This design comes from an exercise in tuning for small area on the open sky130 flow, not from production work. At most, simulation tests tie the RTL to the original design; equivalence was not proved. No driver is modelled on the clock port, so clock power and skew are understated where the tree is cut down; a real chip needs a root buffer or a tree. Power is estimated from default activity; no workload was simulated.

==> flow/design.v (excerpt) <==
module weather_box (
	input clk,
	input rst_n,
	output [7:0] led,
	output [9:0] lcd_ram_addr,
	output lcd_ram_en,
	input  [7:0] lcd_ram_data,
	output LCD_RS,
	output LCD_RW,
	output LCD_EN,
	output [7:0] LCD_D
	);
Size: about 77 flip-flops, ~4200 um2 of cells after synthesis.
==> flow/config.mk <==
export PLATFORM = sky130hd
export DESIGN_NAME = weather_box
export DESIGN_NICKNAME = weather_box
export VERILOG_FILES = /design/flow/design.v
export SDC_FILE = /design/flow/constraint.sdc
export NUM_CORES = 4
export LEC_CHECK = 0
export CAP_MARGIN = 20
export CORE_MARGIN = 2
export CORE_UTILIZATION = 40
export SLEW_MARGIN = 20
export BUFFER_PORTS_ARGS = -buffer_cell sky130_fd_sc_hd__buf_1
export CTS_ARGS = -sink_clustering_enable -repair_clock_nets -dont_use_dummy_load -buf_list {sky130_fd_sc_hd__clkbuf_8}
export POST_CTS_TCL = /design/flow/flow/cts_post.tcl
export PRE_RESIZE_TCL = /design/flow/flow/downsize.tcl
export MCTS_K = 3
export MCTS_BUF = sky130_fd_sc_hd__clkbuf_16
export SKIP_REPAIR_TIE_FANOUT = 1
==> flow/constraint.sdc <==
create_clock -name core_clock -period 10.0 [get_ports {clk}]
set_input_delay 2.0000 -clock core_clock [delete_from_list [all_inputs] [get_ports {clk}]]
set_output_delay 2.0000 -clock core_clock [all_outputs]
set_load 0.01 [all_outputs]
standard.sh (not shown) runs the stock make flow with config.mk's settings and CLKGATE_MAP_FILE= SYNTH_SCRIPT=/design/flow/synth_recipe.tcl, a recipe that flattens the netlist after the stock synthesis.
==> flow/flow/run.sh <==
#!/bin/bash
set -euo pipefail
cat >> config.mk <<CFG
export BUFFER_PORTS_ARGS = -buffer_cell sky130_fd_sc_hd__buf_1
export CTS_ARGS = -sink_clustering_enable -repair_clock_nets -dont_use_dummy_load -buf_list {sky130_fd_sc_hd__clkbuf_8}
export POST_CTS_TCL = $PWD/flow/cts_post.tcl
export PRE_RESIZE_TCL = $PWD/flow/downsize.tcl
export MCTS_K = 3
export MCTS_BUF = sky130_fd_sc_hd__clkbuf_16
export SKIP_REPAIR_TIE_FANOUT = 1
CFG
bash standard.sh > standard.log 2>&1
Other scripts of this flow, unchanged in this note and not shown: flow/flow/cts_post.tcl, flow/flow/downsize.tcl
The baseline went through all stages and came out clean.
Edit:
--- a/flow/design.v
+++ b/flow/design.v
@@ -139,26 +139,30 @@
 			r_half <= ~r_half;
 		if (w_restart)
 			r_first <= 1'b0;
 	end
 	r_c <= (rst || w_tick) ? 12'hed1 : {r_c[10:0], w_c_fb};
 	r_v <= (rst || w_restart || r_v == 8'd0) ? 8'd254 : r_v - 8'd1;
 	r_w <= rst ? 8'h02 : {r_w[6:0], r_w[7] ^ r_w[5] ^ r_w[4] ^ r_w[3]};
 	r_win <= !rst && (r_w == 8'h17 || (r_win && r_w[7:1] != 7'd0));
 end
 wire w_low = (r_v[7:5] == 3'd0);
+wire w_v5_zero = (r_v[4:0] == 5'd0);
+wire w_v_zero = w_low && w_v5_zero;
 wire w_hit55 = (r_v == 8'd55);
 wire w_hit0 = r_first ? (r_v == 8'd253) : w_hit55;
 wire [4:0] w_d5 = w_duty[4:0];
-wire [5:0] w_u = {1'b1, r_v[4:0]} - {1'b0, w_d5};
+wire [4:0] w_vd = r_v[4:0] - w_d5;
+reg [5:0] r_on;
 genvar i;
 generate
 	for (i = 0; i < 6; i = i + 1) begin : g_led
-		wire b = (w_d5 < 5 * i);
-		wire normal = b ? (w_u < 64 - 5 * i) : (w_u < 32 - 5 * i);
+		wire set = w_low && (w_vd == ((32 - 5 * i) % 32));
+		always @(posedge clk)
+			r_on[i] <= !rst && w_low && !w_v5_zero && (set || r_on[i]);
 		wire special = (i == 0) ? (w_d5 == 5'd0) : (w_duty == 5 * i);
-		assign led[i] = (w_low && normal) || (special && ((i == 0) ? w_hit0 : w_hit55));
+		assign led[i] = r_on[i] || (special && ((i == 0) ? w_hit0 : w_hit55));
 	end
 endgenerate
 assign led[6] = 1'b0;
 assign led[7] = r_half && r_win;
 endmodule
Wire length went up slightly. Synthesized cell count shrinks by a few percent. Utilization climbs by 0.45 points. Final area grows slightly. Area after synthesis came out lower slightly. Die area shrinks slightly. Power went up by about a fifth. Setup slack gets better by 0.61 ns.
No functional check of the RTL was part of the second run of this note. No run of this note takes its clock network from TritonCTS; it comes from the design's own scripts or RTL.


== rev 12 ==
Starting RTL as in the previous note.
clock: 10.0 ns
lec_check: 0
cap_margin: 20
core_margin: 2
core_utilization: 40
slew_margin: 20
buffer_ports_args: -buffer_cell sky130_fd_sc_hd__buf_1
cts_args: -sink_clustering_enable -repair_clock_nets -dont_use_dummy_load -buf_list {sky130_fd_sc_hd__clkbuf_8}
post_cts_tcl: /design/flow/flow/cts_post.tcl
pre_resize_tcl: /design/flow/flow/downsize.tcl
mcts_k: 3
mcts_buf: sky130_fd_sc_hd__clkbuf_16
skip_repair_tie_fanout: 1
Scripts as last shown in full above: flow/flow/run.sh
Other scripts of this flow, unchanged in this note and not shown: flow/flow/cts_post.tcl, flow/flow/downsize.tcl
Setup changes, rev 12 to rev 13
--- a/flow/design.v
+++ b/flow/design.v
@@ -18,16 +18,16 @@
 wire w_t_fb = r_t[15] ^ r_t[13] ^ r_t[12] ^ r_t[10] ^ w_t_low0;
 reg r_mode;           
 reg [4:0] r_s;        
 reg [1:0] r_p;        
 reg [7:0] r_data;     
 reg r_en;             
-localparam P_E = 2'd3;  
-localparam P_B = 2'd1;  
+localparam P_E = 2'd2;  
+localparam P_B = 2'd3;  
 localparam P_C = 2'd0;  
-localparam P_A = 2'd2;  
+localparam P_A = 2'd1;  
 wire w_last = (r_s == 5'd31);
 wire w_n_long = !r_mode && (r_s == 5'd10 || r_s == 5'd31);          
 wire w_n_250  = (!r_mode && r_s == 5'd11) || (r_mode && r_p == P_E);
 wire w_n_2000 = r_mode && r_p == P_A && w_last;
 wire w_chg = !r_mode ? (r_s == 5'd10 || r_s == 5'd11 || r_s == 5'd30 || r_s == 5'd31)
                      : (r_p == P_E || ((r_p == P_A || r_p == P_C) && w_last));
@@ -143,22 +143,26 @@
 	r_c <= (rst || w_tick) ? 12'hed1 : {r_c[10:0], w_c_fb};
 	r_v <= (rst || w_restart || r_v == 8'd0) ? 8'd254 : r_v - 8'd1;
 	r_w <= rst ? 8'h02 : {r_w[6:0], r_w[7] ^ r_w[5] ^ r_w[4] ^ r_w[3]};
 	r_win <= !rst && (r_w == 8'h17 || (r_win && r_w[7:1] != 7'd0));
 end
 wire w_low = (r_v[7:5] == 3'd0);
+wire w_v5_zero = (r_v[4:0] == 5'd0);
+wire w_v_zero = w_low && w_v5_zero;
 wire w_hit55 = (r_v == 8'd55);
 wire w_hit0 = r_first ? (r_v == 8'd253) : w_hit55;
 wire [4:0] w_d5 = w_duty[4:0];
-wire [5:0] w_u = {1'b1, r_v[4:0]} - {1'b0, w_d5};
+wire [4:0] w_vd = r_v[4:0] - w_d5;
+reg [5:0] r_on;
 genvar i;
 generate
 	for (i = 0; i < 6; i = i + 1) begin : g_led
-		wire b = (w_d5 < 5 * i);
-		wire normal = b ? (w_u < 64 - 5 * i) : (w_u < 32 - 5 * i);
+		wire set = w_low && (w_vd == ((32 - 5 * i) % 32));
+		always @(posedge clk)
+			r_on[i] <= !rst && w_low && !w_v5_zero && (set || r_on[i]);
 		wire special = (i == 0) ? (w_d5 == 5'd0) : (w_duty == 5 * i);
-		assign led[i] = (w_low && normal) || (special && ((i == 0) ? w_hit0 : w_hit55));
+		assign led[i] = r_on[i] || (special && ((i == 0) ? w_hit0 : w_hit55));
 	end
 endgenerate
 assign led[6] = 1'b0;
 assign led[7] = r_half && r_win;
 endmodule
## What came out
From rev 13 to rev 12, core region area did not move at all. Fraction of the core area covered by cells at the end of the flow is higher on rev 13. Rev 13 falls short of rev 12 in max-slew headroom at the worst pin. First-iteration DRC count was higher in the run labelled rev 13. Fraction of registers with async set or reset after synthesis came out exactly the same in rev 12 and rev 13. Between rev 12 and rev 13, sequential cell area fraction in the yosys report increased.
No run of this note takes its clock network from TritonCTS; it comes from the design's own scripts or RTL.


weather_box with an RTL version that a note above also has.
Size: roughly 470 cells after synthesis, roughly 83 flip-flops, about 4200 sq um of cells after synthesis.
## weather_box
module weather_box (
	input clk,
	input rst_n,
	output [7:0] led,
	output [9:0] lcd_ram_addr,
	output lcd_ram_en,
	input  [7:0] lcd_ram_data,
	output LCD_RS,
	output LCD_RW,
	output LCD_EN,
	output [7:0] LCD_D
	);
Settings: LEC_CHECK=0, CAP_MARGIN=20, CORE_MARGIN=2, CORE_UTILIZATION=40, SLEW_MARGIN=20, BUFFER_PORTS_ARGS=-buffer_cell sky130_fd_sc_hd__buf_1, CTS_ARGS=-sink_clustering_enable -repair_clock_nets -dont_use_dummy_load -buf_list {sky130_fd_sc_hd__clkbuf_8}, POST_CTS_TCL=/design/flow/flow/cts_post.tcl, MCTS_K=3, MCTS_BUF=sky130_fd_sc_hd__clkbuf_16, SKIP_REPAIR_TIE_FANOUT=1; clock period 10.0 ns.
==> flow/flow/run.sh <==
#!/bin/bash
set -euo pipefail
cat >> config.mk <<CFG
export BUFFER_PORTS_ARGS = -buffer_cell sky130_fd_sc_hd__buf_1
export CTS_ARGS = -sink_clustering_enable -repair_clock_nets -dont_use_dummy_load -buf_list {sky130_fd_sc_hd__clkbuf_8}
export POST_CTS_TCL = $PWD/flow/cts_post.tcl
export MCTS_K = 3
export MCTS_BUF = sky130_fd_sc_hd__clkbuf_16
export SKIP_REPAIR_TIE_FANOUT = 1
CFG
bash standard.sh > standard.log 2>&1
Other scripts of this flow, unchanged in this note and not shown: flow/flow/cts_post.tcl
Then changed:
--- a/flow/design.v
+++ b/flow/design.v
@@ -138,31 +138,27 @@
 		if (w_c_one && r_y[2] && !r_y[1])
 			r_half <= ~r_half;
 		if (w_restart)
 			r_first <= 1'b0;
 	end
 	r_c <= (rst || w_tick) ? 12'hed1 : {r_c[10:0], w_c_fb};
 	r_v <= (rst || w_restart || r_v == 8'd0) ? 8'd254 : r_v - 8'd1;
 	r_w <= rst ? 8'h02 : {r_w[6:0], r_w[7] ^ r_w[5] ^ r_w[4] ^ r_w[3]};
 	r_win <= !rst && (r_w == 8'h17 || (r_win && r_w[7:1] != 7'd0));
 end
 wire w_low = (r_v[7:5] == 3'd0);
-wire w_v5_zero = (r_v[4:0] == 5'd0);
-wire w_v_zero = w_low && w_v5_zero;
 wire w_hit55 = (r_v == 8'd55);
 wire w_hit0 = r_first ? (r_v == 8'd253) : w_hit55;
 wire [4:0] w_d5 = w_duty[4:0];
-wire [4:0] w_vd = r_v[4:0] - w_d5;
-reg [5:0] r_on;
+wire signed [6:0] w_sd = $signed({2'b00, r_v[4:0]}) - $signed({2'b00, w_d5});
 genvar i;
 generate
 	for (i = 0; i < 6; i = i + 1) begin : g_led
-		wire set = w_low && (w_vd == ((32 - 5 * i) % 32));
-		always @(posedge clk)
-			r_on[i] <= !rst && w_low && !w_v5_zero && (set || r_on[i]);
+		wire b = (w_d5 < 5 * i);
+		wire normal = b ? (w_sd < 32 - 5 * i) : (w_sd < -5 * i);
 		wire special = (i == 0) ? (w_d5 == 5'd0) : (w_duty == 5 * i);
-		assign led[i] = r_on[i] || (special && ((i == 0) ? w_hit0 : w_hit55));
+		assign led[i] = (w_low && normal) || (special && ((i == 0) ? w_hit0 : w_hit55));
 	end
 endgenerate
 assign led[6] = 1'b0;
 assign led[7] = r_half && r_win;
 endmodule
=>
- core utilization decreases by 0.42 points
- total power decreases by about 5.6%
- combinational power decreases by about 5%
- sequential share of layout area decreases by 2.4 points
- worst setup slack loses 640 ps
- wire length increases by about 1.4%
- global-route usage stays flat
- clock skew increases by 20 ps
- area after synthesis decreases by 0.36%
- design area decreases by 0.96%
- sequential power decreases by 6.2%
- first-iteration DRC count increases by about 60%
- synthesized cell count increases by 1.7%
Function not checked in the second run of this note: the RTL went through the layout flow alone. No run of this note takes its clock network from TritonCTS; it comes from the design's own scripts or RTL.

-- re-timing with driven ports --
No port has a modelled driver above. Below, the same layouts with a new extraction and two added sets of constraints. Step 1: set_driving_cell puts a clkbuf_16 on clk and a buf_2 on each other input, an assumption about the parent block. Step 2 adds t to the input delays and takes it off the output delays; t is the mean of the earliest and latest rising clock arrival at the registers after step 1. Input paths then give back, and output paths get back, about the clock's delay inside the block. a / b / c = ideal ports / drivers / drivers and shift; a / b = the first two.
run | shift t [ns] | slack for setup (ns) | worst setup path at the end
the first run of note 1 | 0.218 | 5.242 / 5.181 / 5.399 | register to output
the second run of note 1 | 0.229 | 5.848 / 5.783 / 6.012 | register to output
rev 12 | 0.224 | 5.257 / 5.191 / 5.414 | register to output
rev 13 | 0.227 | 5.829 / 5.762 / 5.989 | register to output
the first run of note 3 | 0.228 | 5.765 / 5.699 / 5.927 | register to output
the second run of note 3 | 0.222 | 5.121 / 5.058 / 5.280 | register to output
After both steps every run listed still meets setup and hold.
